Source: an optimization exercise on an open RTL-to-GDS flow (aim: small area). Production flows keep margins and buffers that such runs may drop.
Where RTL was checked, it was by simulation tests only, not by an equivalence proof against the original.
No functional check of the RTL was part of runs 1 to 4.
No activity file was given, so power comes from the tool's default toggle rates.

File: design/flow/flow/run.sh
#!/bin/bash
# The standard ORFS layout (standard.sh) with three changes:
#  - ABC maps for area only (flow/abc_area.script, no buffering or upsizing);
#    synthesis is otherwise the standard one, so the registers are unchanged;
#  - port buffers are the smallest buffer, sky130_fd_sc_hd__buf_1;
#  - clock tree synthesis adds no dummy loads.
# Each ORFS step writes its full log under orfs/logs; make's output goes to make_finish.log.
set -euo pipefail
W=$PWD
SD=$W/scripts_mod
rm -rf "$SD"
cp -r "$FLOW_HOME/scripts" "$SD"
cp "$W/flow/abc_area.script" "$SD/abc_area.script"
bash "$W/standard.sh" SCRIPTS_DIR="$SD" \
  BUFFER_PORTS_ARGS="-buffer_cell sky130_fd_sc_hd__buf_1" \
  CTS_ARGS="-sink_clustering_enable -repair_clock_nets -dont_use_dummy_load" \
  finish > "$W/make_finish.log" 2>&1
File: design/flow/flow/abc_area.script
strash
&get -n
&st
&dch
&nf -a
&put
topo
File: design/flow/standard.sh
#!/bin/bash
# synth_recipe.tcl (not shown) runs the flow's synth.tcl, then flattens the netlist and writes it again
# the make line also repeats each setting of config.mk as NAME=value (left out here)
make -C /OpenROAD-flow-scripts/flow DESIGN_CONFIG=/design/flow/config.mk WORK_HOME=/design/flow/orfs CLKGATE_MAP_FILE= SYNTH_SCRIPT=/design/flow/synth_recipe.tcl "${@:-finish}"
File: design/flow/config.mk
export PLATFORM = sky130hd
export DESIGN_NAME = source
export DESIGN_NICKNAME = source
export VERILOG_FILES = /design/flow/design.v
export SDC_FILE = /design/flow/constraint.sdc
export NUM_CORES = 4
export LEC_CHECK = 0
export ABC_AREA = 1
export CAP_MARGIN = 20
export CORE_MARGIN = 2
export CORE_UTILIZATION = 40
export SLEW_MARGIN = 20
export SYNTH_HIERARCHICAL = 1
export SYNTH_MINIMUM_KEEP_SIZE = 0
File: design/flow/constraint.sdc
create_clock -name core_clock -period 5.5 [get_ports {clk}]
set_input_delay 1.1000 -clock core_clock [delete_from_list [all_inputs] [get_ports {clk}]]
set_output_delay 1.1000 -clock core_clock [all_outputs]
set_load 0.01 [all_outputs]
File: design/flow/design.v
`timescale 1ns / 1ns
module source(copy_memory, instruction, r1, r2, r3, clk);
input wire [11:0] instruction;
input wire clk;
output reg [7:0] r1;
output reg [7:0] r2;
output reg [7:0] r3;
output wire [63:0] copy_memory;
reg [7:0] mem0, mem1, mem2, mem3, mem4, mem5, mem6, mem7;
assign copy_memory = {mem7, mem6, mem5, mem4, mem3, mem2, mem1, mem0};
wire [2:0] op = instruction[11:9];
wire [2:0] fa = instruction[8:6];
wire [2:0] fb = instruction[5:3];
wire [2:0] fd = instruction[2:0];
wire nalu, alu, add, x01, isshift, t2x;
wire [3:0] tt;
g_nor3 u_nalu (.a(op[2]), .b(op[1]), .c(op[0]), .y(nalu));    
g_inv u_alu (.a(nalu), .y(alu));
g_and3 u_add (.a(op[2]), .b(op[1]), .c(op[0]), .y(add));      
g_xor2 u_x01 (.a(op[1]), .b(op[0]), .y(x01));
g_and2 u_sh (.a(op[2]), .b(x01), .y(isshift));               
g_nor3b u_t0 (.a(op[1]), .b(op[0]), .cn(op[2]), .y(tt[0]));   
g_mux2 u_t2 (.a0(x01), .a1(add), .s(op[2]), .y(tt[2]));       
g_or2 u_t1 (.a(tt[2]), .b(tt[0]), .y(tt[1]));                 
g_nor2b u_t3 (.a(op[2]), .bn(op[1]), .y(tt[3]));              
wire [2:0] fan, fbn;
wire [7:0] sa, sb;
genvar k, i;
generate for (i = 0; i < 3; i = i + 1) begin : inv_ab
	g_inv u_ia (.a(fa[i]), .y(fan[i]));
	g_inv u_ib (.a(fb[i]), .y(fbn[i]));
end endgenerate
generate for (k = 0; k < 8; k = k + 1) begin : dec_ab
	g_nor4 u_da (.a(nalu), .b(k[2] ? fan[2] : fa[2]), .c(k[1] ? fan[1] : fa[1]),
		.d(k[0] ? fan[0] : fa[0]), .y(sa[k]));
	g_nor4 u_db (.a(nalu), .b(k[2] ? fbn[2] : fb[2]), .c(k[1] ? fbn[1] : fb[1]),
		.d(k[0] ? fbn[0] : fb[0]), .y(sb[k]));
end endgenerate
wire [7:0] a, b;
generate for (i = 0; i < 8; i = i + 1) begin : rd
	wire a1, a2, a3, b1, b2, b3;
	g_a222oi u_a1 (.a1(sa[0]), .a2(mem0[i]), .b1(sa[1]), .b2(mem1[i]), .c1(sa[2]), .c2(mem2[i]), .y(a1));
	g_a222oi u_a2 (.a1(sa[3]), .a2(mem3[i]), .b1(sa[4]), .b2(mem4[i]), .c1(sa[5]), .c2(mem5[i]), .y(a2));
	g_a222oi u_a3 (.a1(sa[6]), .a2(mem6[i]), .b1(sa[7]), .b2(mem7[i]), .c1(nalu), .c2(r1[i]), .y(a3));
	g_nand3 u_a (.a(a1), .b(a2), .c(a3), .y(a[i]));
	g_a222oi u_b1 (.a1(sb[0]), .a2(mem0[i]), .b1(sb[1]), .b2(mem1[i]), .c1(sb[2]), .c2(mem2[i]), .y(b1));
	g_a222oi u_b2 (.a1(sb[3]), .a2(mem3[i]), .b1(sb[4]), .b2(mem4[i]), .c1(sb[5]), .c2(mem5[i]), .y(b2));
	g_a222oi u_b3 (.a1(sb[6]), .a2(mem6[i]), .b1(sb[7]), .b2(mem7[i]), .c1(nalu), .c2(r2[i]), .y(b3));
	g_nand3 u_b (.a(b1), .b(b2), .c(b3), .y(b[i]));
end endgenerate
wire [7:0] lu;
generate for (i = 0; i < 8; i = i + 1) begin : lut
	g_mux4 u_lu (.a0(tt[0]), .a1(tt[1]), .a2(tt[2]), .a3(tt[3]), .s0(b[i]), .s1(a[i]), .y(lu[i]));
end endgenerate
wire [7:0] cg;
wire [7:0] ag;
g_and3 u_c1 (.a(add), .b(a[0]), .c(b[0]), .y(cg[1]));
generate for (i = 1; i < 7; i = i + 1) begin : carry
	g_and2 u_ag (.a(add), .b(a[i]), .y(ag[i]));
	g_maj3 u_c (.a(ag[i]), .b(b[i]), .c(cg[i]), .y(cg[i+1]));
end endgenerate
wire [7:0] ln;
generate for (i = 1; i < 8; i = i + 1) begin : sum
	g_xnor2 u_x (.a(lu[i]), .b(cg[i]), .y(ln[i]));
end endgenerate
wire [2:0] sn, sp;
wire hi, big, enn;
generate for (i = 0; i < 3; i = i + 1) begin : samt
	g_mux2i u_s (.a0(fb[i]), .a1(b[i]), .s(op[0]), .y(sn[i]));
	g_inv u_si (.a(sn[i]), .y(sp[i]));
end endgenerate
g_nor4 u_hi (.a(b[7]), .b(b[6]), .c(b[5]), .d(b[4]), .y(hi));     
g_or2b u_big (.a(b[3]), .bn(hi), .y(big));                     
g_a21bo u_en (.a1(op[0]), .a2(big), .b1n(isshift), .y(enn));      
wire [7:0] d;
generate for (k = 0; k < 8; k = k + 1) begin : sdec
	g_nor4 u_d (.a(enn), .b(k[2] ? sn[2] : sp[2]), .c(k[1] ? sn[1] : sp[1]),
		.d(k[0] ? sn[0] : sp[0]), .y(d[k]));
end endgenerate
wire [7:0] res;
wire r0n;
g_a221oi u_r0 (.a1(d[0]), .a2(a[0]), .b1(nalu), .b2(instruction[0]), .c1(lu[0]), .y(r0n));
g_inv u_r0i (.a(r0n), .y(res[0]));
wire r1a;
g_a222oi u_r1a (.a1(d[0]), .a2(a[1]), .b1(d[1]), .b2(a[0]), .c1(nalu), .c2(instruction[1]), .y(r1a));
g_nand2 u_r1 (.a(r1a), .b(ln[1]), .y(res[1]));
wire r2a, r2b;
g_a222oi u_r2a (.a1(d[0]), .a2(a[2]), .b1(d[1]), .b2(a[1]), .c1(d[2]), .c2(a[0]), .y(r2a));
g_nand2 u_r2b (.a(nalu), .b(instruction[2]), .y(r2b));
g_nand3 u_r2 (.a(r2a), .b(r2b), .c(ln[2]), .y(res[2]));
wire r3a, r3b;
g_a222oi u_r3a (.a1(d[0]), .a2(a[3]), .b1(d[1]), .b2(a[2]), .c1(d[2]), .c2(a[1]), .y(r3a));
g_a22oi u_r3b (.a1(d[3]), .a2(a[0]), .b1(nalu), .b2(instruction[3]), .y(r3b));
g_nand3 u_r3 (.a(r3a), .b(r3b), .c(ln[3]), .y(res[3]));
wire r4a, r4b;
g_a222oi u_r4a (.a1(d[0]), .a2(a[4]), .b1(d[1]), .b2(a[3]), .c1(d[2]), .c2(a[2]), .y(r4a));
g_a222oi u_r4b (.a1(d[3]), .a2(a[1]), .b1(d[4]), .b2(a[0]), .c1(nalu), .c2(instruction[4]), .y(r4b));
g_nand3 u_r4 (.a(r4a), .b(r4b), .c(ln[4]), .y(res[4]));
wire r5a, r5b, r5c;
g_a222oi u_r5a (.a1(d[0]), .a2(a[5]), .b1(d[1]), .b2(a[4]), .c1(d[2]), .c2(a[3]), .y(r5a));
g_a222oi u_r5b (.a1(d[3]), .a2(a[2]), .b1(d[4]), .b2(a[1]), .c1(d[5]), .c2(a[0]), .y(r5b));
g_nand2 u_r5c (.a(nalu), .b(instruction[5]), .y(r5c));
g_nand4 u_r5 (.a(r5a), .b(r5b), .c(r5c), .d(ln[5]), .y(res[5]));
wire r6a, r6b, r6c;
g_a222oi u_r6a (.a1(d[0]), .a2(a[6]), .b1(d[1]), .b2(a[5]), .c1(d[2]), .c2(a[4]), .y(r6a));
g_a222oi u_r6b (.a1(d[3]), .a2(a[3]), .b1(d[4]), .b2(a[2]), .c1(d[5]), .c2(a[1]), .y(r6b));
g_nand2 u_r6c (.a(d[6]), .b(a[0]), .y(r6c));
g_nand4 u_r6 (.a(r6a), .b(r6b), .c(r6c), .d(ln[6]), .y(res[6]));
wire r7a, r7b, r7c;
g_a222oi u_r7a (.a1(d[0]), .a2(a[7]), .b1(d[1]), .b2(a[6]), .c1(d[2]), .c2(a[5]), .y(r7a));
g_a222oi u_r7b (.a1(d[3]), .a2(a[4]), .b1(d[4]), .b2(a[3]), .c1(d[5]), .c2(a[2]), .y(r7b));
g_a22oi u_r7c (.a1(d[6]), .a2(a[1]), .b1(d[7]), .b2(a[0]), .y(r7c));
g_nand4 u_r7 (.a(r7a), .b(r7b), .c(r7c), .d(ln[7]), .y(res[7]));
wire [2:0] wn, wp;
wire [7:0] we;
generate for (i = 0; i < 3; i = i + 1) begin : wadr
	g_mux2i u_w (.a0(fd[i]), .a1(fa[i]), .s(nalu), .y(wn[i]));
	g_inv u_wi (.a(wn[i]), .y(wp[i]));
end endgenerate
generate for (k = 0; k < 8; k = k + 1) begin : wdec
	g_nor3 u_we (.a(k[2] ? wn[2] : wp[2]), .b(k[1] ? wn[1] : wp[1]),
		.c(k[0] ? wn[0] : wp[0]), .y(we[k]));
end endgenerate
always @(posedge clk) begin
	r1 <= a;
	r2 <= b;
	if (alu) r3 <= res;
	if (we[0]) mem0 <= res;
	if (we[1]) mem1 <= res;
	if (we[2]) mem2 <= res;
	if (we[3]) mem3 <= res;
	if (we[4]) mem4 <= res;
	if (we[5]) mem5 <= res;
	if (we[6]) mem6 <= res;
	if (we[7]) mem7 <= res;
end
endmodule
module g_inv(input a, output y);
	assign y = ~a;
endmodule
module g_or2(input a, input b, output y);
	assign y = a | b;
endmodule
module g_nor2b(input a, input bn, output y);
	assign y = ~a & bn;
endmodule
module g_nor3b(input a, input b, input cn, output y);
	assign y = ~a & ~b & cn;
endmodule
module g_xor2(input a, input b, output y);
	assign y = a ^ b;
endmodule
module g_mux2(input a0, input a1, input s, output y);
	assign y = s ? a1 : a0;
endmodule
module g_mux2i(input a0, input a1, input s, output y);
	assign y = ~(s ? a1 : a0);
endmodule
module g_a21bo(input a1, input a2, input b1n, output y);
	assign y = a1 & a2 | ~b1n;
endmodule
module g_or2b(input a, input bn, output y);
	assign y = a | ~bn;
endmodule
module g_nand2(input a, input b, output y);
	assign y = ~(a & b);
endmodule
module g_nand3(input a, input b, input c, output y);
	assign y = ~(a & b & c);
endmodule
module g_nand4(input a, input b, input c, input d, output y);
	assign y = ~(a & b & c & d);
endmodule
module g_nor3(input a, input b, input c, output y);
	assign y = ~(a | b | c);
endmodule
module g_nor4(input a, input b, input c, input d, output y);
	assign y = ~(a | b | c | d);
endmodule
module g_and2(input a, input b, output y);
	assign y = a & b;
endmodule
module g_and3(input a, input b, input c, output y);
	assign y = a & b & c;
endmodule
module g_maj3(input a, input b, input c, output y);
	assign y = a & b | a & c | b & c;
endmodule
module g_xnor2(input a, input b, output y);
	assign y = ~(a ^ b);
endmodule
module g_a22oi(input a1, input a2, input b1, input b2, output y);
	assign y = ~(a1 & a2 | b1 & b2);
endmodule
module g_a221oi(input a1, input a2, input b1, input b2, input c1, output y);
	assign y = ~(a1 & a2 | b1 & b2 | c1);
endmodule
module g_a222oi(input a1, input a2, input b1, input b2, input c1, input c2, output y);
	assign y = ~(a1 & a2 | b1 & b2 | c1 & c2);
endmodule
module g_mux4(input a0, input a1, input a2, input a3, input s0, input s1, output y);
	assign y = s1 ? (s0 ? a3 : a2) : (s0 ? a1 : a0);
endmodule
==> results of run 1 <==
[worst max-delay path by stage]
stage	slack (ns)	end	cells after the start	from
final	0.29	mem7[7]	16	instruction[10]
after global routing	0.12	mem7[7]	16	instruction[10]
after global placement	-0.08	r3[7]	15	instruction[9]
after floorplan	-0.34	mem0[7]	13	instruction[9]
after CTS	0.18	mem6[7]	16	instruction[9]
after detailed placement	-0.18	r3[7]	16	instruction[9]
[cell families after synthesis]
logic type	Yosys count	synth area share [%]
adder cells (fa/ha/maj)	6	1.52
XOR/XNOR	8	1.77
AO/OA/AOI/OAI	63	15.8
AND/OR/NAND/NOR	73	10.4
multiplexers	15	6.36
buffers and inverters	14	1.33
flip-flops	88	62.8
[registers in the layout, indices dropped and copies added, names as in the netlist]
signal / flops
r1: 8
mem7: 8
mem6: 8
mem1: 8
mem3: 8
r2: 8
mem2: 8
mem5: 8
r3: 8
mem4: 8
mem0: 8
[critical path: cells and delay by family]
kind,cells,cell delay [ns]
AOI/OAI and AO/OA,1,0.44
and+or+nand+nor,5,1.13
buffers and inverters,3,0.57
xor gates and xnor gates,1,0.17
adders and majority gates,6,1.89
[Yosys stat by module, one instance, submodules excluded, a selection]
module    cell area (µm²)  cells
g_inv                3.75      1
g_mux2               11.3      1
g_a21bo              10.0      1
g_nor2b              6.26      1
g_and2               6.26      1
g_a221oi             8.76      1
g_nand4              6.26      1
[area by class of cell]
cell class	instances	area (µm²)
fillers	832	4440
flip-flops and latches	88	2480
multi-input cells	165	1560
repair buffers	163	861
well taps	133	166
clock buffers	9	124
inverters	14	52.6
[through the flow]
step           cells  TNS, ns
2_1_floorplan    267    -3.62
3_3_place_gp     561   -0.760
3_5_place_dp     561    -1.69
4_1_cts          570        0
5_1_grt          572        0
6_report         572        0
[placed cells by master, fill, tap and decap left out]
| cell type | count |
|---|---|
| buf_1 | 100 |
| edfxtp_1 | 72 |
| buf_4 | 62 |
| a222oi_1 | 59 |
| nand3_1 | 18 |
| dfxtp_1 | 16 |
| clkinv_1 | 14 |
| nor4_1 | 12 |
| nor4_2 | 10 |
| clkbuf_8 | 9 |
| mux4_2 | 8 |
| nor3_1 | 8 |
| and2_0 | 7 |
| xnor2_1 | 7 |
| maj3_2 | 6 |
| mux2i_1 | 6 |
| nand2_1 | 4 |
| nor4_4 | 3 |
| nand4_1 | 3 |
| a22oi_1 | 2 |
| nand3_2 | 1 |
| and3_1 | 1 |
| nand2b_1 | 1 |
| and3_4 | 1 |
| a21bo_1 | 1 |
| nor3_4 | 1 |
| a221oi_1 | 1 |
| nor3b_1 | 1 |
| or2_0 | 1 |
| mux2_1 | 1 |
| nor2b_1 | 1 |
| xor2_1 | 1 |
| buf_12 | 1 |
[Yosys cell counts]
cell type / count
a22oi_1: 2
nor3_1: 9
a222oi_1: 59
dfxtp_1: 16
nand4_1: 3
a221oi_1: 1
mux2i_1: 6
and3_1: 2
nand3_1: 19
nand2b_1: 1
clkinv_1: 14
edfxtp_1: 72
nor2b_1: 1
and2_0: 7
nand2_1: 4
or2_0: 1
mux2_1: 1
maj3_1: 6
a21bo_1: 1
mux4_2: 8
xnor2_1: 7
xor2_1: 1
nor4_1: 25
nor3b_1: 1
[routing by layer]
layer  wire length, µm  track usage (%)  up-vias
li1                  -                -     1580
met2              6260             39.4      239
met5                 0                0        -
met4               358             10.8        0
met1              5280             33.9     1773
met3              1100             3.49       30
[power by group]
group | switching [mW] | internal (mW) | leakage (nW)
logic | 0.233 | 0.143 | 0.862
registers | 0.0435 | 0.828 | 0.819
clock network | 0.195 | 0.147 | 0.0647
total | 0.471 | 1.12 | 1.75
==> flow_metrics.tcl, run 1 <==
set metrics [dict create \
    outcome "timing/DRC/antenna clean" \
    rr_startpoint "mem0[0]" \
    ir_drop_uv 199 \
    r2r-end "mem7[7]" \
    setup_viol_count_final 0 \
    p_total_mw 1.59 \
    cts_setup_buffers 0 \
    antenna_left 0 \
    cts_buffer_depth 2 \
    max_stage_delay_ns 0.60 \
    grt_pass1_wl_um 19100 \
    gp_congestion 0.934 \
    yosysSeqAreaShare_pct 62.8 \
    reg2reg_slack_ns 1.61 \
    end_kind "flip-flop" \
    io_pins 101 \
    globalRouteTotalUtil_pct 24.7 \
    yosys-top-cells-area "edfxtp_1, a222oi_1, dfxtp_1, mux4_2, nor4_1" \
    slew_headroom_pct 54.8 \
    routedWlPerCell_um 22.7 \
    clk_pin_slew_ns 0.08 \
    design_area_um2 5240 \
    die_x_um 103 \
    skew_ns 0.0367 \
    initial_core_util_pct 40.8 \
    path_max_fanout 13 \
    ys_types 24 \
    cp_common_cell "maj3_2" \
    vias_per_cell 6.33 \
    grt_setup_unrepaired "false" \
    powerDensity_nw_per_um2 303 \
    maxSlewViolCount 0 \
    crit_chain "buf_1 > nor3_4 > buf_4 > nor4_2 > a222oi_1 > nand3_1 > and3_4 > maj3_2 > maj3_2 > maj3_2 > maj3_2 > maj3_2 > maj3_2 > xnor2_1 > nand4_1 > buf_4" \
    firstDrtPassIters 9 \
    arrival_ns 5.30 \
    min-delay-start "r1[7]" \
    fin_ws_ns 0.288 \
    postCtsResizedCells 0 \
    die_y_um 103 \
    first_iter_violations 552 \
    drive_above_1_share_pct 23.2 \
    syn_inst 267 \
    placed_area_um2 5100 \
    post-route-period-util_pct 94.8 \
    crit_required_ns 5.59 \
    cp-start-kind "primary input" \
    synth-seq-cells 88 \
    grt_overflow_total 0 \
    avgSynthCellArea_um2 14.8 \
    hold_violations 0 \
    holdPathStages 2 \
    utilization_pct 54.1 \
    cp_slowest_cell "nor3_4" \
    min_to "r1[7]" \
    die-area_um2 10700 \
    syn_area_um2 3950 \
    clock_latency_ns 0.36 \
    fmax_mhz 192 \
    nets 454 \
    reg2reg_depth 13 \
    worstSetupPathType "in2reg" \
    synth_top_area_share_pct 54.7 \
    period_needed_ns 5.21 \
    vias 3622 \
    antenna_found_initial 0 \
    cts_tree "done" \
    drc 0 \
    clock-sinks 88 \
    worstMarginPinSlew_ns 0.676 \
    hpwl_um 9890 \
    numCtsBuffers 9 \
    cts_max_level 3 \
    row_count 36 \
    cts_root_buf "clkbuf_8" \
    core-area_um2 9680 \
    holdCritPathClass "reg2reg" \
    hold_ws_ns 0.647 \
    grt_max_degree 20 \
    synth_fp_nets 280 \
    yosys_warnings 7 \
    finalWirelength_um 13000 \
    drv_cap 0 \
    yosysTopAreaCell "edfxtp_1" \
    synthToLayoutAreaGrowth_pct 32.6 \
    insertedDiodeCount 0 \
    dp_worst_setup_slack_ns -0.182 \
    p_leak_nw 1.75 \
    portBuffers 100 \
    cts_hold_buf 0 \
    grt_pass1_vias 3308 \
]
==> run 2: changes to the inputs <==
--- a/design/flow/config.mk
+++ b/design/flow/config.mk
@@ -9,6 +9,7 @@
 export CAP_MARGIN = 20
 export CORE_MARGIN = 2
 export CORE_UTILIZATION = 40
+export GPL_TIMING_DRIVEN = 0
 export SLEW_MARGIN = 20
 export SYNTH_HIERARCHICAL = 1
 export SYNTH_MINIMUM_KEEP_SIZE = 0
==> run 2 against run 1 <==
Compared with the run above:
- still clean on timing, DRC and antenna
- routed wire length is 3.3% lower
- non-clock buffer count fell by 54
- highest routed layer unchanged
- largest power group unchanged
- setup slack got worse by 0.11 ns
- sequential share of layout area grew 3.0 points
- worst hold slack improved by 0.023 ns
- clock skew is 0.0038 ns higher
==> flow_metrics.tcl, run 2 <==
set metrics [dict create \
    clock-sinks 88 \
    grt_max_degree 21 \
    slew_headroom_pct 30.0 \
    portBuffers 100 \
    syn_area_um2 3950 \
    finalWirelength_um 12600 \
    cts_tree "done" \
    dp.cells 504 \
    p_leak_nw 1.48 \
    synth_top_area_share_pct 54.7 \
    cts_hold_buf 0 \
    wl_met2_um 6050 \
    clock_latency_ns 0.37 \
    grt_overflow_total 0 \
    die-area_um2 10700 \
    synth.top_cells.by_count "edfxtp_1, a222oi_1, nor4_1" \
    clk_pin_slew_ns 0.07 \
    end_kind "flip-flop" \
    antenna_found_initial 0 \
    avgSynthCellArea_um2 14.8 \
    finalNonFillerCells 518 \
    nets 400 \
    hold_violations 0 \
    setup_viol_count_final 0 \
    pwr-share-seq_pct 55.8 \
    cts_root_buf "clkbuf_8" \
    drc 0 \
    path_delay_family "adder cells" \
    m1WireLength_um 4890 \
    hold_ws_ns 0.669 \
    gp_congestion 0.895 \
    worstSetupPathType "in2reg" \
    cp_slowest_cell "a222oi_1" \
    hpwl_um 9430 \
    utilization_pct 50.9 \
    async_reset_ff_share_pct 0 \
    grt_pass1_vias 3166 \
    initial_core_util_pct 40.8 \
    combPwrFrac_pct 21.8 \
    row_count 36 \
    outcome "timing/DRC/antenna clean" \
    max_stage_delay_ns 0.52 \
    pwr-share-clk_pct 22.4 \
    skew_ns 0.0405 \
    drive_above_1_share_pct 16.4 \
    antenna_left 0 \
    cts_buffer_depth 2 \
    core-area_um2 9680 \
    synth-edff-count 72 \
    arrival_ns 5.42 \
    cts_max_level 3 \
    die_x_um 103 \
    grt_pass1_wl_um 18500 \
    yosysTopAreaCell "edfxtp_1" \
    vias 3444 \
    numCtsBuffers 9 \
    syn_inst 267 \
    path_max_fanout 20 \
    yosys-top-cells-area "edfxtp_1, a222oi_1, dfxtp_1, mux4_2, nor4_1" \
    synth-seq-cells 88 \
    holdCritPathClass "reg2reg" \
    powerDensity_nw_per_um2 317 \
    swShare_pct 30.6 \
    p_switching_uw 478 \
    crit_required_ns 5.60 \
    ys_types 24 \
    io_pins 101 \
    globalRouteTotalUtil_pct 23.7 \
    synth_most_common_cell "edfxtp_1" \
    drv_cap 0 \
    yosysSeqAreaShare_pct 62.8 \
    firstDrtPassIters 8 \
    cp_num_buf_inv 4 \
    synthToLayoutAreaGrowth_pct 24.6 \
    reg2reg_slack_ns 1.42 \
    die_y_um 103 \
    period_needed_ns 5.33 \
    ir_drop_uv 225 \
    p_int_mw 1.08 \
    synth_fp_nets 280 \
    first_iter_violations 594 \
    post-route-period-util_pct 96.8 \
    cp-start-kind "primary input" \
    yosys_warnings 7 \
    crit_chain "clkbuf_2 > nor3_4 > buf_12 > buf_8 > nor4_4 > a222oi_1 > nand3_2 > and2_0 > maj3_2 > maj3_2 > maj3_2 > maj3_2 > maj3_2 > maj3_2 > xnor2_1 > nand4_1 > buf_4" \
    worstMarginPinSlew_ns 1.04 \
    routedWlPerCell_um 24.3 \
    vias_per_cell 6.65 \
    wl_met3_um 1310 \
    routed.top_layer "met4" \
    cp_common_cell "maj3_2" \
    synth_ff_type "edfxtp_1" \
    insertedDiodeCount 0 \
    fmax_mhz 188 \
    final_common_cell "buf_1" \
    mostFrequentLayoutCells "buf_1, edfxtp_1, a222oi_1" \
    maxSlewViolCount 0 \
    grt_setup_unrepaired "false" \
]
run 2: layout make-up:
class | instances | area (µm²)
fillers | 848 | 4760
flip-flops and latches | 88 | 2480
clock buffers | 9 | 124
well taps | 133 | 166
repair buffers | 109 | 468
multi-input cells | 165 | 1630
inverters | 14 | 52.6
run 2: cell families (layout without fill, tap and decap cells):
| group | Yosys count | after routing | synth area share (%) |
|---|---|---|---|
| xor+xnor | 8 | 8 | 1.77 |
| buf+inv | 14 | 132 | 1.33 |
| simple gates | 73 | 73 | 10.4 |
| compound gates | 63 | 63 | 15.8 |
| mux | 15 | 15 | 6.36 |
| flops | 88 | 88 | 62.8 |
| fa+ha+maj | 6 | 6 | 1.52 |
run 2: tightest hold or removal path: stages, from the launching register on:
cell and delay, ns:
dfxtp_1 0.36, a222oi_1 0.10, nand3_1 0.16
run 2: final timing paths:
kind,startpoint,endpoint,cells after the start
worst min-delay path,r1[7],r1[7],2
worst max-delay path,instruction[9],r3[7],17
worst max register to register,mem0[1],r3[7],12
worst min register to register,r1[7],r1[7],2
run 2: through the flow:
step,total power [mW],setup TNS (ns),instance area (µm²),setup slack (ns)
after global routing,1.62,0,4920,0.00640
after global placement,1.19,-95.27,4630,-1.81
after floorplan,1.07,-3.62,4090,-0.341
final,1.56,0,4920,0.174
after CTS,1.55,0,4870,0.0165
after detailed placement,1.20,-12.24,4730,-0.722
run 2: power groups by stage:
stage          combinational [mW]  clock (mW)  sequential [mW]
3_3_place_gp                0.310           0            0.883
4_1_cts                     0.329       0.351            0.870
6_report                    0.341       0.349            0.871
5_1_grt                     0.366       0.378            0.876
2_1_floorplan               0.160           0            0.905
3_5_place_dp                0.321           0            0.884
run 2: modules after synthesis, one instance, submodules excluded, a selection:
module   cells  cell area [µm²]  times used  flops+latches
source      88             2480           1             88
g_mux4       1             22.5           8              0
g_xor2       1             8.76           1              0
g_or2        1             6.26           1              0
g_nand4      1             6.26           3              0
g_and3       1             6.26           2              0
g_nand3      1             5.00          19              0
g_inv        1             3.75          14              0
run 2: per-layer routing:
| layer | vias up | global-route usage (%) |
|---|---|---|
| li1 | 1472 | - |
| met1 | 1702 | 32.3 |
| met2 | 236 | 37.1 |
| met3 | 34 | 5.65 |
| met4 | 0 | 8.91 |
| met5 | - | 0 |
run 2: repair_timing:
item / in CTS / in global routing
pin swaps: 1 / 5
setup endpoints to repair: 18 / 21
buffers inserted: 2 / 3
endpoints found under the hold margin: 0 / 0
gates resized for setup: 1 / 2
==> run 3: changes to the inputs <==
--- a/design/flow/design.v
+++ b/design/flow/design.v
@@ -15,6 +15,9 @@
 wire nalu, alu, add, x01, isshift, t2x;
 wire [3:0] tt;
 g_nor3 u_nalu (.a(op[2]), .b(op[1]), .c(op[0]), .y(nalu));    
+wire nalu_a, nalu_b;                                          
+g_nor3 u_nalu_a (.a(op[2]), .b(op[1]), .c(op[0]), .y(nalu_a));
+g_nor3 u_nalu_b (.a(op[2]), .b(op[1]), .c(op[0]), .y(nalu_b));
 g_inv u_alu (.a(nalu), .y(alu));
 g_and3 u_add (.a(op[2]), .b(op[1]), .c(op[0]), .y(add));      
 g_xor2 u_x01 (.a(op[1]), .b(op[0]), .y(x01));
@@ -31,9 +34,9 @@
 	g_inv u_ib (.a(fb[i]), .y(fbn[i]));
 end endgenerate
 generate for (k = 0; k < 8; k = k + 1) begin : dec_ab
-	g_nor4 u_da (.a(nalu), .b(k[2] ? fan[2] : fa[2]), .c(k[1] ? fan[1] : fa[1]),
+	g_nor4 u_da (.a(nalu_a), .b(k[2] ? fan[2] : fa[2]), .c(k[1] ? fan[1] : fa[1]),
 		.d(k[0] ? fan[0] : fa[0]), .y(sa[k]));
-	g_nor4 u_db (.a(nalu), .b(k[2] ? fbn[2] : fb[2]), .c(k[1] ? fbn[1] : fb[1]),
+	g_nor4 u_db (.a(nalu_b), .b(k[2] ? fbn[2] : fb[2]), .c(k[1] ? fbn[1] : fb[1]),
 		.d(k[0] ? fbn[0] : fb[0]), .y(sb[k]));
 end endgenerate
 wire [7:0] a, b;
@@ -41,28 +44,45 @@
 	wire a1, a2, a3, b1, b2, b3;
 	g_a222oi u_a1 (.a1(sa[0]), .a2(mem0[i]), .b1(sa[1]), .b2(mem1[i]), .c1(sa[2]), .c2(mem2[i]), .y(a1));
 	g_a222oi u_a2 (.a1(sa[3]), .a2(mem3[i]), .b1(sa[4]), .b2(mem4[i]), .c1(sa[5]), .c2(mem5[i]), .y(a2));
-	g_a222oi u_a3 (.a1(sa[6]), .a2(mem6[i]), .b1(sa[7]), .b2(mem7[i]), .c1(nalu), .c2(r1[i]), .y(a3));
+	g_a222oi u_a3 (.a1(sa[6]), .a2(mem6[i]), .b1(sa[7]), .b2(mem7[i]), .c1(nalu_a), .c2(r1[i]), .y(a3));
 	g_nand3 u_a (.a(a1), .b(a2), .c(a3), .y(a[i]));
 	g_a222oi u_b1 (.a1(sb[0]), .a2(mem0[i]), .b1(sb[1]), .b2(mem1[i]), .c1(sb[2]), .c2(mem2[i]), .y(b1));
 	g_a222oi u_b2 (.a1(sb[3]), .a2(mem3[i]), .b1(sb[4]), .b2(mem4[i]), .c1(sb[5]), .c2(mem5[i]), .y(b2));
-	g_a222oi u_b3 (.a1(sb[6]), .a2(mem6[i]), .b1(sb[7]), .b2(mem7[i]), .c1(nalu), .c2(r2[i]), .y(b3));
+	g_a222oi u_b3 (.a1(sb[6]), .a2(mem6[i]), .b1(sb[7]), .b2(mem7[i]), .c1(nalu_b), .c2(r2[i]), .y(b3));
 	g_nand3 u_b (.a(b1), .b(b2), .c(b3), .y(b[i]));
 end endgenerate
 wire [7:0] lu;
 generate for (i = 0; i < 8; i = i + 1) begin : lut
-	g_mux4 u_lu (.a0(tt[0]), .a1(tt[1]), .a2(tt[2]), .a3(tt[3]), .s0(b[i]), .s1(a[i]), .y(lu[i]));
-end endgenerate
-wire [7:0] cg;
-wire [7:0] ag;
-g_and3 u_c1 (.a(add), .b(a[0]), .c(b[0]), .y(cg[1]));
-generate for (i = 1; i < 7; i = i + 1) begin : carry
-	g_and2 u_ag (.a(add), .b(a[i]), .y(ag[i]));
-	g_maj3 u_c (.a(ag[i]), .b(b[i]), .c(cg[i]), .y(cg[i+1]));
+	if (i != 1 && i != 3 && i != 5) begin : p
+		g_mux4 u_lu (.a0(tt[0]), .a1(tt[1]), .a2(tt[2]), .a3(tt[3]), .s0(b[i]), .s1(a[i]), .y(lu[i]));
+	end
+end endgenerate
+wire [3:0] ttn;
+generate for (i = 0; i < 4; i = i + 1) begin : tinv
+	g_inv u_ti (.a(tt[i]), .y(ttn[i]));
+end endgenerate
+wire [7:0] lun;       
+wire [7:0] c;         
+wire [7:0] cn;        
+wire [7:0] g, gn;
+g_nand3 u_g0 (.a(add), .b(a[0]), .c(b[0]), .y(cn[1]));
+generate for (i = 1; i < 7; i = i + 2) begin : codd
+	g_mux4 u_lun (.a0(ttn[0]), .a1(ttn[1]), .a2(ttn[2]), .a3(ttn[3]), .s0(b[i]), .s1(a[i]), .y(lun[i]));
+	g_nand3 u_gn (.a(add), .b(a[i]), .c(b[i]), .y(gn[i]));
+	g_o21ai u_c (.a1(lun[i]), .a2(cn[i]), .b1(gn[i]), .y(c[i+1]));
+end endgenerate
+generate for (i = 2; i < 7; i = i + 2) begin : ceven
+	g_and3 u_g (.a(add), .b(a[i]), .c(b[i]), .y(g[i]));
+	g_a21oi u_c (.a1(lu[i]), .a2(c[i]), .b1(g[i]), .y(cn[i+1]));
 end endgenerate
 wire [7:0] ln;
-generate for (i = 1; i < 8; i = i + 1) begin : sum
-	g_xnor2 u_x (.a(lu[i]), .b(cg[i]), .y(ln[i]));
-end endgenerate
+g_xnor2 u_x1 (.a(lun[1]), .b(cn[1]), .y(ln[1]));
+g_xnor2 u_x2 (.a(lu[2]), .b(c[2]), .y(ln[2]));
+g_xnor2 u_x3 (.a(lun[3]), .b(cn[3]), .y(ln[3]));
+g_xnor2 u_x4 (.a(lu[4]), .b(c[4]), .y(ln[4]));
+g_xnor2 u_x5 (.a(lun[5]), .b(cn[5]), .y(ln[5]));
+g_xnor2 u_x6 (.a(lu[6]), .b(c[6]), .y(ln[6]));
+g_xor2 u_x7 (.a(lu[7]), .b(cn[7]), .y(ln[7]));
 wire [2:0] sn, sp;
 wire hi, big, enn;
 generate for (i = 0; i < 3; i = i + 1) begin : samt
@@ -183,8 +203,11 @@
 module g_and3(input a, input b, input c, output y);
 	assign y = a & b & c;
 endmodule
-module g_maj3(input a, input b, input c, output y);
-	assign y = a & b | a & c | b & c;
+module g_a21oi(input a1, input a2, input b1, output y);
+	assign y = ~(a1 & a2 | b1);
+endmodule
+module g_o21ai(input a1, input a2, input b1, output y);
+	assign y = ~((a1 | a2) & b1);
 endmodule
 module g_xnor2(input a, input b, output y);
 	assign y = ~(a ^ b);
==> run 3 against run 2 <==
Compared with the run above:
- still clean
- combinational power up 4%
- fmax up 2.4%
- setup slack improved by 0.12 ns
- count of clock-buffer cells in the layout unchanged
- worst hold slack got worse by 0.049 ns
- routed wire length is 6.1% higher
- first-iteration DRC count grew 28%
- critical path depth is 2 lower
- largest cell class unchanged
==> flow_metrics.tcl, run 3 <==
set metrics [dict create \
    grt_max_degree 18 \
    avgSynthCellArea_um2 14.4 \
    synth.top_cells.by_count "edfxtp_1, a222oi_1, nor4_1" \
    utilization_pct 52.5 \
    io_pins 101 \
    seq_area_um2 2480 \
    arrival_ns 5.30 \
    synth-seq-cells 88 \
    fmax_mhz 192 \
    synth_fp_nets 286 \
    cts_hold_buf 0 \
    first_iter_violations 759 \
    yosysSeqAreaShare_pct 62.9 \
    clock_latency_ns 0.36 \
    p_total_mw 1.57 \
    rr_startpoint "mem3[1]" \
    crit_chain "clkbuf_2 > clkinv_1 > nor4_4 > a222oi_1 > nand3_1 > mux4_2 > o21ai_0 > a21oi_1 > o21ai_0 > a21oi_1 > o21ai_0 > a21oi_1 > xor2_1 > nand4_1 > buf_4" \
    maxSlewViolCount 0 \
    numCtsBuffers 9 \
    period_needed_ns 5.20 \
    powerDensity_nw_per_um2 308 \
    die-area_um2 10700 \
    mostFrequentLayoutCells "buf_1, edfxtp_1, a222oi_1" \
    hold_violations 0 \
    post-route-period-util_pct 94.6 \
    synth_most_common_cell "edfxtp_1" \
    worstSetupPathType "in2reg" \
    gp_congestion 0.940 \
    drv_cap 0 \
    min-delay-start "r1[7]" \
    nFillCells 843 \
    vias 3591 \
    cts_max_level 3 \
    slew_headroom_pct 36.4 \
    firstDrtPassIters 10 \
    final_common_cell "buf_1" \
    cp_slowest_cell "nor4_4" \
    finalNonFillerCells 538 \
    p_leak_nw 1.57 \
    ir_drop_uv 178 \
    insertedDiodeCount 0 \
    synth-edff-count 72 \
    cts_buffer_depth 2 \
    core-area_um2 9680 \
    synthToLayoutAreaGrowth_pct 29.0 \
    grt_pass1_vias 3303 \
    outcome "timing/DRC/antenna clean" \
    vias_per_cell 6.67 \
    nets 420 \
    setup_viol_count_final 0 \
    dp.cells 514 \
    worstMarginPinSlew_ns 0.946 \
    ys_types 25 \
    globalRouteTotalUtil_pct 25.1 \
    skew_ns 0.0264 \
    finalWirelength_um 13300 \
    grt_pass1_wl_um 19400 \
    grt_setup_unrepaired "false" \
    placed_area_um2 4690 \
    die_y_um 103 \
    routedWlPerCell_um 24.8 \
    path_delay_family "compound AO/OA/AOI/OAI gates" \
    cp-start-kind "primary input" \
    cts_root_buf "clkbuf_8" \
    yosys_warnings 7 \
    multiInputGateArea_um2 1700 \
    design_area_um2 5090 \
    initial_core_util_pct 40.7 \
    crit_required_ns 5.60 \
    max_stage_delay_ns 0.60 \
    end_kind "flip-flop" \
    row_count 36 \
    synth_top_area_share_pct 54.8 \
    syn_area_um2 3940 \
    cts_tree "done" \
    syn_inst 273 \
    drive_above_1_share_pct 18.5 \
    synth_ff_type "edfxtp_1" \
    async_reset_ff_share_pct 0 \
    yosys-top-cells-area "edfxtp_1, a222oi_1, dfxtp_1, mux4_2, nor4_1" \
    drc 0 \
    antenna_left 0 \
    die_x_um 103 \
    antenna_found_initial 0 \
    path_max_fanout 9 \
    hpwl_um 9720 \
    yosysTopAreaCell "edfxtp_1" \
    portBuffers 100 \
    cp_num_buf_inv 3 \
    grt_overflow_total 0 \
    clock-sinks 88 \
    clk_pin_slew_ns 0.07 \
    holdCritPathClass "reg2reg" \
    crit_path_start "instruction[3]" \
    fin_tns_setup_ns 0 \
]
==> run 3: timing repair <==
action                     4_1_cts  5_1_grt
setup endpoints to repair       27       54
setup buffers                    3       12
pin swaps                        2       10
gates resized for setup         18        6
==> run 3: cells by family after synthesis <==
family          Yosys count  share of synthesized area (%)
mux                      15                           6.38
buf+inv                  18                           1.71
xor+xnor                  8                           1.78
flops                    88                           62.9
simple gates             75                           10.6
compound gates           69                           16.6
==> run 3: per-module statistics from Yosys (local to each module, per instance), excerpt <==
| module | flops+latches | cells inside | copies in the design |
|---|---|---|---|
| g_or2b | 0 | 1 | 1 |
| g_nor2b | 0 | 1 | 1 |
| g_and3 | 0 | 1 | 4 |
| g_xnor2 | 0 | 1 | 6 |
| g_nand4 | 0 | 1 | 3 |
| g_nor3 | 0 | 1 | 11 |
| g_mux2 | 0 | 1 | 1 |
| g_mux2i | 0 | 1 | 6 |
| g_nor4 | 0 | 1 | 25 |
| g_and2 | 0 | 1 | 1 |
| g_a21bo | 0 | 1 | 1 |
| g_or2 | 0 | 1 | 1 |
| g_a22oi | 0 | 1 | 2 |
| g_a222oi | 0 | 1 | 59 |
==> run 3: routing by layer <==
metal / share of wire, % / vias to the layer above / wire (µm) / global-route usage [%]
met5: 0 / - / 0 / 0
met4: 3.0 / 0 / 400 / 12.2
met3: 10 / 39 / 1360 / 3.83
met2: 50 / 277 / 6620 / 40.3
met1: 37 / 1754 / 4950 / 33.4
li1: - / 1521 / - / -
==> run 3: final cells by class <==
cell class              count  share of cell area, %
flip-flops and latches     88                   48.8
repair buffers            123                   10.7
inverters                  18                   1.33
clock buffers               9                   2.43
well taps                 133                   3.27
multi-input cells         167                   33.4
==> run 3: through the flow <==
stage                     hold slack, ns  worst slack (ns)
after floorplan                    0.603             0.340
after global placement             0.583             -1.56
after detailed placement           0.605            -0.776
after CTS                          0.623             0.142
after global routing               0.682           0.00100
final                              0.620             0.299
==> run 3: worst reg2reg max path, delay by kind of cell, from the launching register on <==
family | cells | cell delay (ns)
AO/OA/AOI/OAI | 7 | 1.87
XOR/XNOR | 1 | 0.17
buffers and inverters | 1 | 0.20
flip-flops | 1 | 0.43
multiplexers | 1 | 0.55
AND/OR/NAND/NOR | 2 | 0.44
==> run 3: path summary, 6_finish.rpt <==
path / end / slack, ns / cells after the start
max: mem6[7] / 0.30 / 15
min: r1[7] / 0.62 / 2
max reg2reg: mem6[7] / 1.58 / 12
min reg2reg: r1[7] / 0.62 / 2
==> run 3: power breakdown <==
group | switching (mW) | leakage (nW) | internal [mW]
combinational | 0.241 | 0.688 | 0.111
clock | 0.198 | 0.0647 | 0.147
sequential | 0.0432 | 0.819 | 0.827
==> run 4: changes to the inputs <==
--- a/design/flow/config.mk
+++ b/design/flow/config.mk
@@ -8,7 +8,9 @@
 export ABC_AREA = 1
 export CAP_MARGIN = 20
 export CORE_MARGIN = 2
-export CORE_UTILIZATION = 40
+export CORE_UTILIZATION = 60
+export CTS_CLUSTER_DIAMETER = 60
+export CTS_CLUSTER_SIZE = 30
 export GPL_TIMING_DRIVEN = 0
 export SLEW_MARGIN = 20
 export SYNTH_HIERARCHICAL = 1
==> run 4 against run 3 <==
Compared with the run above:
- sequential share of layout area up 0.81 points
- die area shrank 32%
- via count is 4.9% higher
- register-to-register slack worse by 0.04 ns
- setup slack worse by 0.12 ns
- flip-flop and latch count unchanged
- first-iteration DRC count increased by 4.1%
- synthesized cell count did not move
- critical path depth increased by 1
- utilization is 26 points higher
- routed wire length is 2.3% lower
- count of clock-buffer cells in the layout stayed put
==> flow_metrics.tcl, run 4 <==
set metrics [dict create \
    hold_violations 0 \
    placed_area_um2 4620 \
    r2r-end "mem4[7]" \
    dp_worst_setup_slack_ns -0.759 \
    drv_cap 0 \
    holdPathStages 2 \
    synth.top_cells.by_count "edfxtp_1, a222oi_1, nor4_1" \
    io_pins 101 \
    syn_inst 273 \
    outcome "timing/DRC/antenna clean" \
    grt_max_degree 17 \
    rr_startpoint "mem0[1]" \
    yosys_warnings 7 \
    dp.cells 458 \
    skew_ns 0.0251 \
    clock_latency_ns 0.37 \
    reg2reg_depth 12 \
    finalNonFillerCells 482 \
    portBuffers 100 \
    clock-sinks 88 \
    synth_ff_type "edfxtp_1" \
    crit_chain "buf_1 > nor3_4 > buf_4 > nor4_4 > a222oi_1 > nand3_1 > mux4_2 > o21ai_0 > a21oi_1 > o21ai_0 > a21oi_1 > o21ai_0 > a21oi_1 > xor2_1 > nand4_1 > buf_4" \
    vias_per_cell 7.82 \
    cts_buffer_depth 2 \
    cts_max_level 3 \
    cp_slowest_cell "nor4_4" \
    synth_most_common_cell "edfxtp_1" \
    grt_pass1_vias 3379 \
    nFillCells 390 \
    synth_top_area_share_pct 54.8 \
    synthToLayoutAreaGrowth_pct 26.9 \
    nets 420 \
    die_y_um 85.1 \
    cts_tree "done" \
    fin_ws_ns 0.177 \
    drc 0 \
    yosys-top-cells-area "edfxtp_1, a222oi_1, dfxtp_1, mux4_2, nor4_1" \
    antenna_found_initial 0 \
    design_area_um2 5000 \
    hpwl_um 9140 \
    clk_pin_slew_ns 0.07 \
    utilization_pct 78.8 \
    holdCritPathClass "reg2reg" \
    cts_hold_buf 0 \
    final_common_cell "buf_1" \
    yosysSeqAreaShare_pct 62.9 \
    mostFrequentLayoutCells "buf_1, edfxtp_1, a222oi_1" \
    gp_congestion 0.934 \
    die_x_um 85.1 \
    arrival_ns 5.42 \
    firstDrtPassIters 10 \
    ys_types 25 \
    die-area_um2 7240 \
    crit_required_ns 5.60 \
    max_stage_delay_ns 0.57 \
    grt_overflow_total 0 \
    globalRouteTotalUtil_pct 35.1 \
    synth_fp_nets 286 \
    routedWlPerCell_um 27.0 \
    syn_area_um2 3940 \
    insertedDiodeCount 0 \
    cp-start-kind "primary input" \
    vias 3768 \
    p_leak_nw 1.56 \
    first_iter_violations 790 \
    avgSynthCellArea_um2 14.4 \
    end_kind "flip-flop" \
    hold_ws_ns 0.650 \
    path_max_fanout 10 \
    min-delay-start "r1[7]" \
    setup_viol_count_final 0 \
    reg2reg_slack_ns 1.54 \
    antenna_left 0 \
    powerDensity_nw_per_um2 313 \
    drive_above_1_share_pct 17.8 \
    min_to "r1[7]" \
    post-route-period-util_pct 96.8 \
    numCtsBuffers 9 \
    synth-seq-cells 88 \
    core-area_um2 6350 \
    grt_pass1_wl_um 18700 \
    period_needed_ns 5.32 \
    cts_root_buf "clkbuf_8" \
    initial_core_util_pct 62.1 \
    finalWirelength_um 13000 \
    async_reset_ff_share_pct 0 \
    maxSlewViolCount 0 \
    row_count 29 \
    synth-edff-count 72 \
    slew_headroom_pct 29.1 \
    worstSetupPathType "in2reg" \
    fmax_mhz 188 \
    worstMarginPinSlew_ns 1.05 \
    yosysTopAreaCell "edfxtp_1" \
    ir_drop_uv 247 \
]
-- run 4: worst max-delay path by stage --
stage / start / to / cells after the start
floorplan: instruction[10] / mem0[7] / 13
global placement: instruction[9] / mem0[7] / 14
detailed placement: instruction[9] / mem1[7] / 15
CTS: instruction[11] / mem5[7] / 15
global route: instruction[6] / mem5[7] / 15
finish: instruction[11] / mem4[7] / 16
-- run 4: cells by family after synthesis --
group / count (synthesis) / share of synthesized area [%]
compound gates: 69 / 16.6
xor+xnor: 8 / 1.78
buf+inv: 18 / 1.71
flops: 88 / 62.9
mux: 15 / 6.38
simple gates: 75 / 10.6
-- run 4: report_power, final --
part           switching [mW]  internal (mW)
Combinational           0.243          0.111
Sequential             0.0418          0.826
Clock                   0.199          0.147
Total                   0.484           1.08
-- run 4: metal layers --
metal / up-vias / track usage, % / wire [µm]
li1: 1533 / - / -
met1: 1780 / 48.7 / 4560
met2: 397 / 53.6 / 6100
met3: 58 / 7.10 / 1860
met4: 0 / 16.9 / 514
met5: - / 0 / 0
-- run 4: modules after synthesis, one instance, submodules excluded, excerpt --
module,area (µm²),copies in the design,cells inside,flip-flops and latches
g_inv,3.75,18,1,0
g_and2,6.26,1,1,0
g_xnor2,8.76,6,1,0
g_mux4,22.5,8,1,0
g_o21ai,5.00,3,1,0
g_and3,6.26,4,1,0
-- run 4: final cells by class --
type / count / area (µm²) / share of cell area, %
Inverter: 18 / 67.6 / 1.35
Multi-Input combinational cell: 167 / 1690 / 33.7
Tap cell: 77 / 96.3 / 1.93
Timing Repair Buffer: 123 / 547 / 10.9
Sequential cell: 88 / 2480 / 49.6
Clock buffer: 9 / 124 / 2.48
-- run 4: through the flow --
stage	power, mW	TNS, ns
2_1_floorplan	1.06	0
3_3_place_gp	1.17	-91.66
3_5_place_dp	1.20	-21.37
4_1_cts	1.54	0
5_1_grt	1.61	-0.0223
6_report	1.57	0
-- run 4: critical path: cells and delay by family --
family,cells,cell delay (ns)
AOI/OAI and AO/OA,7,1.70
and+or+nand+nor,4,1.04
buffers and inverters,3,0.81
muxes,1,0.56
xor gates and xnor gates,1,0.17
-- run 4: repair_timing --
action,in CTS,in global routing
pin swaps,4,8
resized for setup,18,1
hold endpoints to repair,0,0
setup endpoints to repair,22,18
buffers inserted,1,14
==> run 5: changes to the inputs <==
--- a/design/flow/design.v
+++ b/design/flow/design.v
@@ -12,16 +12,17 @@
 wire [2:0] fa = instruction[8:6];
 wire [2:0] fb = instruction[5:3];
 wire [2:0] fd = instruction[2:0];
-wire nalu, alu, add, x01, isshift, t2x;
+wire nalu, nalu_a, nalu_b, alu, alu_a, alu_b, add, x01, isshift;
 wire [3:0] tt;
-g_nor3 u_nalu (.a(op[2]), .b(op[1]), .c(op[0]), .y(nalu));    
-wire nalu_a, nalu_b;                                          
-g_nor3 u_nalu_a (.a(op[2]), .b(op[1]), .c(op[0]), .y(nalu_a));
+g_nor3 u_nalu (.a(op[2]), .b(op[1]), .c(op[0]), .y(nalu));      
+g_nor3 u_nalu_a (.a(op[2]), .b(op[1]), .c(op[0]), .y(nalu_a));  
 g_nor3 u_nalu_b (.a(op[2]), .b(op[1]), .c(op[0]), .y(nalu_b));
-g_inv u_alu (.a(nalu), .y(alu));
-g_and3 u_add (.a(op[2]), .b(op[1]), .c(op[0]), .y(add));      
+g_or3 u_alu (.a(op[2]), .b(op[1]), .c(op[0]), .y(alu));
+g_or3 u_alu_a (.a(op[2]), .b(op[1]), .c(op[0]), .y(alu_a));
+g_or3 u_alu_b (.a(op[2]), .b(op[1]), .c(op[0]), .y(alu_b));
+g_and3 u_add (.a(op[2]), .b(op[1]), .c(op[0]), .y(add));        
 g_xor2 u_x01 (.a(op[1]), .b(op[0]), .y(x01));
-g_and2 u_sh (.a(op[2]), .b(x01), .y(isshift));               
+g_and2 u_sh (.a(op[2]), .b(x01), .y(isshift));                 
 g_nor3b u_t0 (.a(op[1]), .b(op[0]), .cn(op[2]), .y(tt[0]));   
 g_mux2 u_t2 (.a0(x01), .a1(add), .s(op[2]), .y(tt[2]));       
 g_or2 u_t1 (.a(tt[2]), .b(tt[0]), .y(tt[1]));                 
@@ -34,10 +35,10 @@
 	g_inv u_ib (.a(fb[i]), .y(fbn[i]));
 end endgenerate
 generate for (k = 0; k < 8; k = k + 1) begin : dec_ab
-	g_nor4 u_da (.a(nalu_a), .b(k[2] ? fan[2] : fa[2]), .c(k[1] ? fan[1] : fa[1]),
-		.d(k[0] ? fan[0] : fa[0]), .y(sa[k]));
-	g_nor4 u_db (.a(nalu_b), .b(k[2] ? fbn[2] : fb[2]), .c(k[1] ? fbn[1] : fb[1]),
-		.d(k[0] ? fbn[0] : fb[0]), .y(sb[k]));
+	g_and4 u_da (.a(alu_a), .b(k[2] ? fa[2] : fan[2]), .c(k[1] ? fa[1] : fan[1]),
+		.d(k[0] ? fa[0] : fan[0]), .y(sa[k]));
+	g_and4 u_db (.a(alu_b), .b(k[2] ? fb[2] : fbn[2]), .c(k[1] ? fb[1] : fbn[1]),
+		.d(k[0] ? fb[0] : fbn[0]), .y(sb[k]));
 end endgenerate
 wire [7:0] a, b;
 generate for (i = 0; i < 8; i = i + 1) begin : rd
@@ -53,49 +54,41 @@
 end endgenerate
 wire [7:0] lu;
 generate for (i = 0; i < 8; i = i + 1) begin : lut
-	if (i != 1 && i != 3 && i != 5) begin : p
-		g_mux4 u_lu (.a0(tt[0]), .a1(tt[1]), .a2(tt[2]), .a3(tt[3]), .s0(b[i]), .s1(a[i]), .y(lu[i]));
-	end
-end endgenerate
-wire [3:0] ttn;
-generate for (i = 0; i < 4; i = i + 1) begin : tinv
-	g_inv u_ti (.a(tt[i]), .y(ttn[i]));
-end endgenerate
-wire [7:0] lun;       
-wire [7:0] c;         
-wire [7:0] cn;        
-wire [7:0] g, gn;
+	g_mux4 u_lu (.a0(tt[0]), .a1(tt[1]), .a2(tt[2]), .a3(tt[3]), .s0(b[i]), .s1(a[i]), .y(lu[i]));
+end endgenerate
+wire [7:0] c, cn, g, gn, t, tn;
 g_nand3 u_g0 (.a(add), .b(a[0]), .c(b[0]), .y(cn[1]));
 generate for (i = 1; i < 7; i = i + 2) begin : codd
-	g_mux4 u_lun (.a0(ttn[0]), .a1(ttn[1]), .a2(ttn[2]), .a3(ttn[3]), .s0(b[i]), .s1(a[i]), .y(lun[i]));
+	g_nor2 u_tn (.a(a[i]), .b(b[i]), .y(tn[i]));
 	g_nand3 u_gn (.a(add), .b(a[i]), .c(b[i]), .y(gn[i]));
-	g_o21ai u_c (.a1(lun[i]), .a2(cn[i]), .b1(gn[i]), .y(c[i+1]));
+	g_o21ai u_c (.a1(tn[i]), .a2(cn[i]), .b1(gn[i]), .y(c[i+1]));
 end endgenerate
 generate for (i = 2; i < 7; i = i + 2) begin : ceven
+	g_or2 u_t (.a(a[i]), .b(b[i]), .y(t[i]));
 	g_and3 u_g (.a(add), .b(a[i]), .c(b[i]), .y(g[i]));
-	g_a21oi u_c (.a1(lu[i]), .a2(c[i]), .b1(g[i]), .y(cn[i+1]));
+	g_a21oi u_c (.a1(t[i]), .a2(c[i]), .b1(g[i]), .y(cn[i+1]));
 end endgenerate
 wire [7:0] ln;
-g_xnor2 u_x1 (.a(lun[1]), .b(cn[1]), .y(ln[1]));
+g_xor2 u_x1 (.a(lu[1]), .b(cn[1]), .y(ln[1]));
 g_xnor2 u_x2 (.a(lu[2]), .b(c[2]), .y(ln[2]));
-g_xnor2 u_x3 (.a(lun[3]), .b(cn[3]), .y(ln[3]));
+g_xor2 u_x3 (.a(lu[3]), .b(cn[3]), .y(ln[3]));
 g_xnor2 u_x4 (.a(lu[4]), .b(c[4]), .y(ln[4]));
-g_xnor2 u_x5 (.a(lun[5]), .b(cn[5]), .y(ln[5]));
+g_xor2 u_x5 (.a(lu[5]), .b(cn[5]), .y(ln[5]));
 g_xnor2 u_x6 (.a(lu[6]), .b(c[6]), .y(ln[6]));
 g_xor2 u_x7 (.a(lu[7]), .b(cn[7]), .y(ln[7]));
 wire [2:0] sn, sp;
-wire hi, big, enn;
+wire hi, big, en;
 generate for (i = 0; i < 3; i = i + 1) begin : samt
 	g_mux2i u_s (.a0(fb[i]), .a1(b[i]), .s(op[0]), .y(sn[i]));
 	g_inv u_si (.a(sn[i]), .y(sp[i]));
 end endgenerate
 g_nor4 u_hi (.a(b[7]), .b(b[6]), .c(b[5]), .d(b[4]), .y(hi));     
 g_or2b u_big (.a(b[3]), .bn(hi), .y(big));                     
-g_a21bo u_en (.a1(op[0]), .a2(big), .b1n(isshift), .y(enn));      
+g_a21boi u_en (.a1(op[0]), .a2(big), .b1n(isshift), .y(en));     
 wire [7:0] d;
 generate for (k = 0; k < 8; k = k + 1) begin : sdec
-	g_nor4 u_d (.a(enn), .b(k[2] ? sn[2] : sp[2]), .c(k[1] ? sn[1] : sp[1]),
-		.d(k[0] ? sn[0] : sp[0]), .y(d[k]));
+	g_and4 u_d (.a(en), .b(k[2] ? sp[2] : sn[2]), .c(k[1] ? sp[1] : sn[1]),
+		.d(k[0] ? sp[0] : sn[0]), .y(d[k]));
 end endgenerate
 wire [7:0] res;
 wire r0n;
@@ -138,8 +131,8 @@
 	g_inv u_wi (.a(wn[i]), .y(wp[i]));
 end endgenerate
 generate for (k = 0; k < 8; k = k + 1) begin : wdec
-	g_nor3 u_we (.a(k[2] ? wn[2] : wp[2]), .b(k[1] ? wn[1] : wp[1]),
-		.c(k[0] ? wn[0] : wp[0]), .y(we[k]));
+	g_and3 u_we (.a(k[2] ? wp[2] : wn[2]), .b(k[1] ? wp[1] : wn[1]),
+		.c(k[0] ? wp[0] : wn[0]), .y(we[k]));
 end endgenerate
 always @(posedge clk) begin
 	r1 <= a;
@@ -176,9 +169,6 @@
 module g_mux2i(input a0, input a1, input s, output y);
 	assign y = ~(s ? a1 : a0);
 endmodule
-module g_a21bo(input a1, input a2, input b1n, output y);
-	assign y = a1 & a2 | ~b1n;
-endmodule
 module g_or2b(input a, input bn, output y);
 	assign y = a | ~bn;
 endmodule
@@ -209,6 +199,18 @@
 module g_o21ai(input a1, input a2, input b1, output y);
 	assign y = ~((a1 | a2) & b1);
 endmodule
+module g_a21boi(input a1, input a2, input b1n, output y);
+	assign y = ~(a1 & a2 | ~b1n);
+endmodule
+module g_nor2(input a, input b, output y);
+	assign y = ~(a | b);
+endmodule
+module g_or3(input a, input b, input c, output y);
+	assign y = a | b | c;
+endmodule
+module g_and4(input a, input b, input c, input d, output y);
+	assign y = a & b & c & d;
+endmodule
 module g_xnor2(input a, input b, output y);
 	assign y = ~(a ^ b);
 endmodule
==> design/flow/flow/run.sh (replaced) <==
#!/bin/bash
# The standard ORFS layout (standard.sh) with these changes:
#  - ABC maps for area only (flow/abc_area.script: no buffering or upsizing);
#    synthesis is otherwise the standard one, so the registers are unchanged;
#  - the weak *_0 cells are added to the platform's don't-use list (flow/dont_use.txt
#    is the platform's list plus those), so each gate gets its _1 cell of equal area;
#  - port buffers are the smallest buffer, sky130_fd_sc_hd__buf_1;
#  - clock tree synthesis adds no dummy loads.
# Each ORFS step writes its full log under orfs/logs; make's output goes to make_finish.log.
set -euo pipefail
W=$PWD
SD=$W/scripts_mod
rm -rf "$SD"
cp -r "$FLOW_HOME/scripts" "$SD"
cp "$W/flow/abc_area.script" "$SD/abc_area.script"
bash "$W/standard.sh" SCRIPTS_DIR="$SD" \
  DONT_USE_CELLS="$(cat "$W/flow/dont_use.txt")" \
  BUFFER_PORTS_ARGS="-buffer_cell sky130_fd_sc_hd__buf_1" \
  CTS_ARGS="-sink_clustering_enable -repair_clock_nets -dont_use_dummy_load" \
  finish > "$W/make_finish.log" 2>&1
==> design/flow/flow/dont_use.txt (new file) <==
sky130_fd_sc_hd__probe_p_8 sky130_fd_sc_hd__probec_p_8 sky130_fd_sc_hd__lpflow_bleeder_1 sky130_fd_sc_hd__lpflow_clkbufkapwr_1 sky130_fd_sc_hd__lpflow_clkbufkapwr_16 sky130_fd_sc_hd__lpflow_clkbufkapwr_2 sky130_fd_sc_hd__lpflow_clkbufkapwr_4 sky130_fd_sc_hd__lpflow_clkbufkapwr_8 sky130_fd_sc_hd__lpflow_clkinvkapwr_1 sky130_fd_sc_hd__lpflow_clkinvkapwr_16 sky130_fd_sc_hd__lpflow_clkinvkapwr_2 sky130_fd_sc_hd__lpflow_clkinvkapwr_4 sky130_fd_sc_hd__lpflow_clkinvkapwr_8 sky130_fd_sc_hd__lpflow_decapkapwr_12 sky130_fd_sc_hd__lpflow_decapkapwr_3 sky130_fd_sc_hd__lpflow_decapkapwr_4 sky130_fd_sc_hd__lpflow_decapkapwr_6 sky130_fd_sc_hd__lpflow_decapkapwr_8 sky130_fd_sc_hd__lpflow_inputiso0n_1 sky130_fd_sc_hd__lpflow_inputiso0p_1 sky130_fd_sc_hd__lpflow_inputiso1n_1 sky130_fd_sc_hd__lpflow_inputiso1p_1 sky130_fd_sc_hd__lpflow_inputisolatch_1 sky130_fd_sc_hd__lpflow_isobufsrc_1 sky130_fd_sc_hd__lpflow_isobufsrc_16 sky130_fd_sc_hd__lpflow_isobufsrc_2 sky130_fd_sc_hd__lpflow_isobufsrc_4 sky130_fd_sc_hd__lpflow_isobufsrc_8 sky130_fd_sc_hd__lpflow_isobufsrckapwr_16 sky130_fd_sc_hd__lpflow_lsbuf_lh_hl_isowell_tap_1 sky130_fd_sc_hd__lpflow_lsbuf_lh_hl_isowell_tap_2 sky130_fd_sc_hd__lpflow_lsbuf_lh_hl_isowell_tap_4 sky130_fd_sc_hd__lpflow_lsbuf_lh_isowell_4 sky130_fd_sc_hd__lpflow_lsbuf_lh_isowell_tap_1 sky130_fd_sc_hd__lpflow_lsbuf_lh_isowell_tap_2 sky130_fd_sc_hd__lpflow_lsbuf_lh_isowell_tap_4 sky130_fd_sc_hd__a2111oi_0 sky130_fd_sc_hd__a21boi_0 sky130_fd_sc_hd__and2_0 sky130_fd_sc_hd__einvn_0 sky130_fd_sc_hd__o21ai_0 sky130_fd_sc_hd__o311ai_0 sky130_fd_sc_hd__or2_0
==> design/flow/config.mk (replaced) <==
export PLATFORM = sky130hd
export DESIGN_NAME = source
export DESIGN_NICKNAME = source
export VERILOG_FILES = /design/flow/design.v
export SDC_FILE = /design/flow/constraint.sdc
export NUM_CORES = 4
export LEC_CHECK = 0
export ABC_AREA = 1
export CAP_MARGIN = 0
export CORE_MARGIN = 2
export CORE_UTILIZATION = 60
export GPL_TIMING_DRIVEN = 0
export SLEW_MARGIN = 0
export SYNTH_HIERARCHICAL = 1
export SYNTH_MINIMUM_KEEP_SIZE = 0
==> run 5 against run 4 <==
Compared with the run above:
- sequential share of layout area grew 3.8 points
- cell area down 7.1%
- count of clock-buffer cells in the layout did not move
==> flow_metrics.tcl, run 5 <==
set metrics [dict create \
    r2r-end "mem2[7]" \
    crit_required_ns 5.38 \
    synth.top_cells.by_count "edfxtp_1, a222oi_1, and4_1" \
    io_pins 101 \
    grt_max_degree 16 \
    grt_overflow_total 0 \
    nets 401 \
    rr_startpoint "mem3[0]" \
    hold_violations 0 \
    cp_slowest_cell "a222oi_1" \
    syn_inst 277 \
    globalRouteTotalUtil_pct 35.6 \
    met2_usage_pct 52.8 \
    synth_ff_type "edfxtp_1" \
    gp_congestion 0.945 \
    cts_root_buf "clkbuf_8" \
    design_area_um2 4650 \
    hpwl_um 9160 \
    worstSetupPathType "in2reg" \
    insertedDiodeCount 0 \
    use_met1_pct 53.0 \
    synth_fp_nets 290 \
    yosysTopAreaCell "edfxtp_1" \
    synth-edff-count 72 \
    finalWirelength_um 13000 \
    grt_pass1_vias 3322 \
    synth-seq-cells 88 \
    yosys-top-cells-area "edfxtp_1, a222oi_1, dfxtp_1, and4_1, mux4_2" \
    mostFrequentLayoutCells "buf_1, edfxtp_1, a222oi_1" \
    reg2reg_slack_ns 1.72 \
    placed_area_um2 4510 \
    max_stage_delay_ns 0.60 \
    vias_per_cell 8.02 \
    async_reset_ff_share_pct 0 \
    antenna_found_initial 0 \
    holdCritPathClass "reg2reg" \
    setup_viol_count_final 0 \
    outcome "timing/DRC/antenna clean" \
    ir_drop_uv 284 \
    drive_above_1_share_pct 4.92 \
    end_kind "flip-flop" \
    final_common_cell "buf_1" \
    path_max_fanout 13 \
    fin_ws_ns 0.257 \
    row_count 29 \
    powerDensity_nw_per_um2 334 \
    cp-start-kind "primary input" \
    cts_tree "done" \
    dp_worst_setup_slack_ns -0.00254 \
    core-area_um2 6420 \
    firstDrtPassIters 8 \
    cts_buffer_depth 2 \
    crit_path_start "instruction[9]" \
    initial_core_util_pct 62.9 \
    synth_most_common_cell "edfxtp_1" \
    min_to "r2[1]" \
    routedWlPerCell_um 28.0 \
    p_total_mw 1.55 \
    clk_pin_slew_ns 0.06 \
    cts_hold_buf 0 \
    first_iter_violations 910 \
    holdPathStages 2 \
    avgSynthCellArea_um2 14.6 \
    die_x_um 86.1 \
    ys_types 28 \
    cts_setup_buffers 0 \
    die_y_um 86.1 \
    crit_chain "buf_1 > or3_1 > and4_1 > a222oi_1 > nand3_2 > nand3_1 > o21ai_1 > a21oi_1 > o21ai_1 > a21oi_1 > o21ai_1 > a21oi_1 > xor2_1 > nand4_1" \
    synth_top_area_share_pct 53.5 \
    skew_ns 0.0244 \
    drc 0 \
]
[run 5: changes by cell type after synthesis, moves of 4 or more]
cell      delta
and4_1      +24
nor4_1      -24
and3_1       +8
nor3_1       -8
clkinv_1     -5
or2_1        +4
[run 5: logic make-up after synthesis]
kind of cell              Yosys count  share of synthesized area, %
AOI/OAI and AO/OA                  69                          16.1
xor gates and xnor gates            8                          1.73
buffers and inverters              13                          1.21
DFF                                88                          61.4
muxes                              15                          6.22
and+or+nand+nor                    84                          13.3
[run 5: per-layer routing]
metal | vias to the layer above | routed length [µm]
met2 | 394 | 5860
met3 | 55 | 1850
met4 | 0 | 447
met5 | - | 0
met1 | 1764 | 4830
li1 | 1501 | -
[run 5: worst max-delay path, delay by kind of cell]
kind / cells / cell delay, ns
AO/OA/AOI/OAI: 7 / 1.69
buffers and inverters: 1 / 0.27
AND/OR/NAND/NOR: 5 / 1.89
XOR/XNOR: 1 / 0.16
[run 5: power breakdown]
group	total, mW	switching (mW)	internal [mW]
logic	0.330	0.232	0.0974
clock network	0.347	0.200	0.147
registers	0.877	0.0449	0.832
[run 5: worst max path at each step]
stage                          to  slack (ns)  cells past startpoint
after global routing      mem7[7]        0.08                     14
after detailed placement    r3[7]      -0.003                     14
after global placement      r3[7]        0.04                     14
final                     mem2[7]        0.26                     14
after CTS                 mem2[7]        0.36                     14
after floorplan           mem0[7]        1.36                     13
[run 5: what timing repair did]
item,CTS,global route
setup endpoints to repair,0,9
endpoints found under the hold margin,0,0
resized for setup,0,2
[run 5: layout make-up]
cell class	instances	area share, %
multi-input cells	176	32.7
repair buffers	100	8.08
clock buffers	9	2.67
well taps	77	2.07
inverters	13	1.05
flip-flops and latches	88	53.4
[run 5: stage by stage]
step                      std cells  setup TNS [ns]  hold slack (ns)
after global routing            463               0            0.690
after floorplan                 277               0            0.603
after detailed placement        454         -0.0200            0.622
after CTS                       463               0            0.652
after global placement          454               0            0.618
final                           463               0            0.655
[run 5: modules after synthesis (local to each module, per instance), a selection]
| module | area, µm² | cells |
|---|---|---|
| g_a21boi | 7.51 | 1 |
| g_a21oi | 5.00 | 1 |
| g_a222oi | 10.0 | 1 |
| g_a22oi | 7.51 | 1 |
| g_and3 | 6.26 | 1 |
| g_and4 | 8.76 | 1 |
| g_mux2 | 11.3 | 1 |
| g_mux2i | 10.0 | 1 |
| g_nand4 | 6.26 | 1 |
| g_nor2 | 3.75 | 1 |
| g_nor3b | 7.51 | 1 |
| g_nor4 | 6.26 | 1 |
| g_o21ai | 5.00 | 1 |
| g_or2b | 6.26 | 1 |
| g_xor2 | 8.76 | 1 |
| source | 2480 | 88 |

Setup slack of run 5, layout unchanged: 0.257 ns with ideal ports, 0.262 ns with driving cells assumed (clock clkbuf_16, inputs buf_2), -0.112 ns with port delays also shifted by the 0.374 ns mid clock arrival.
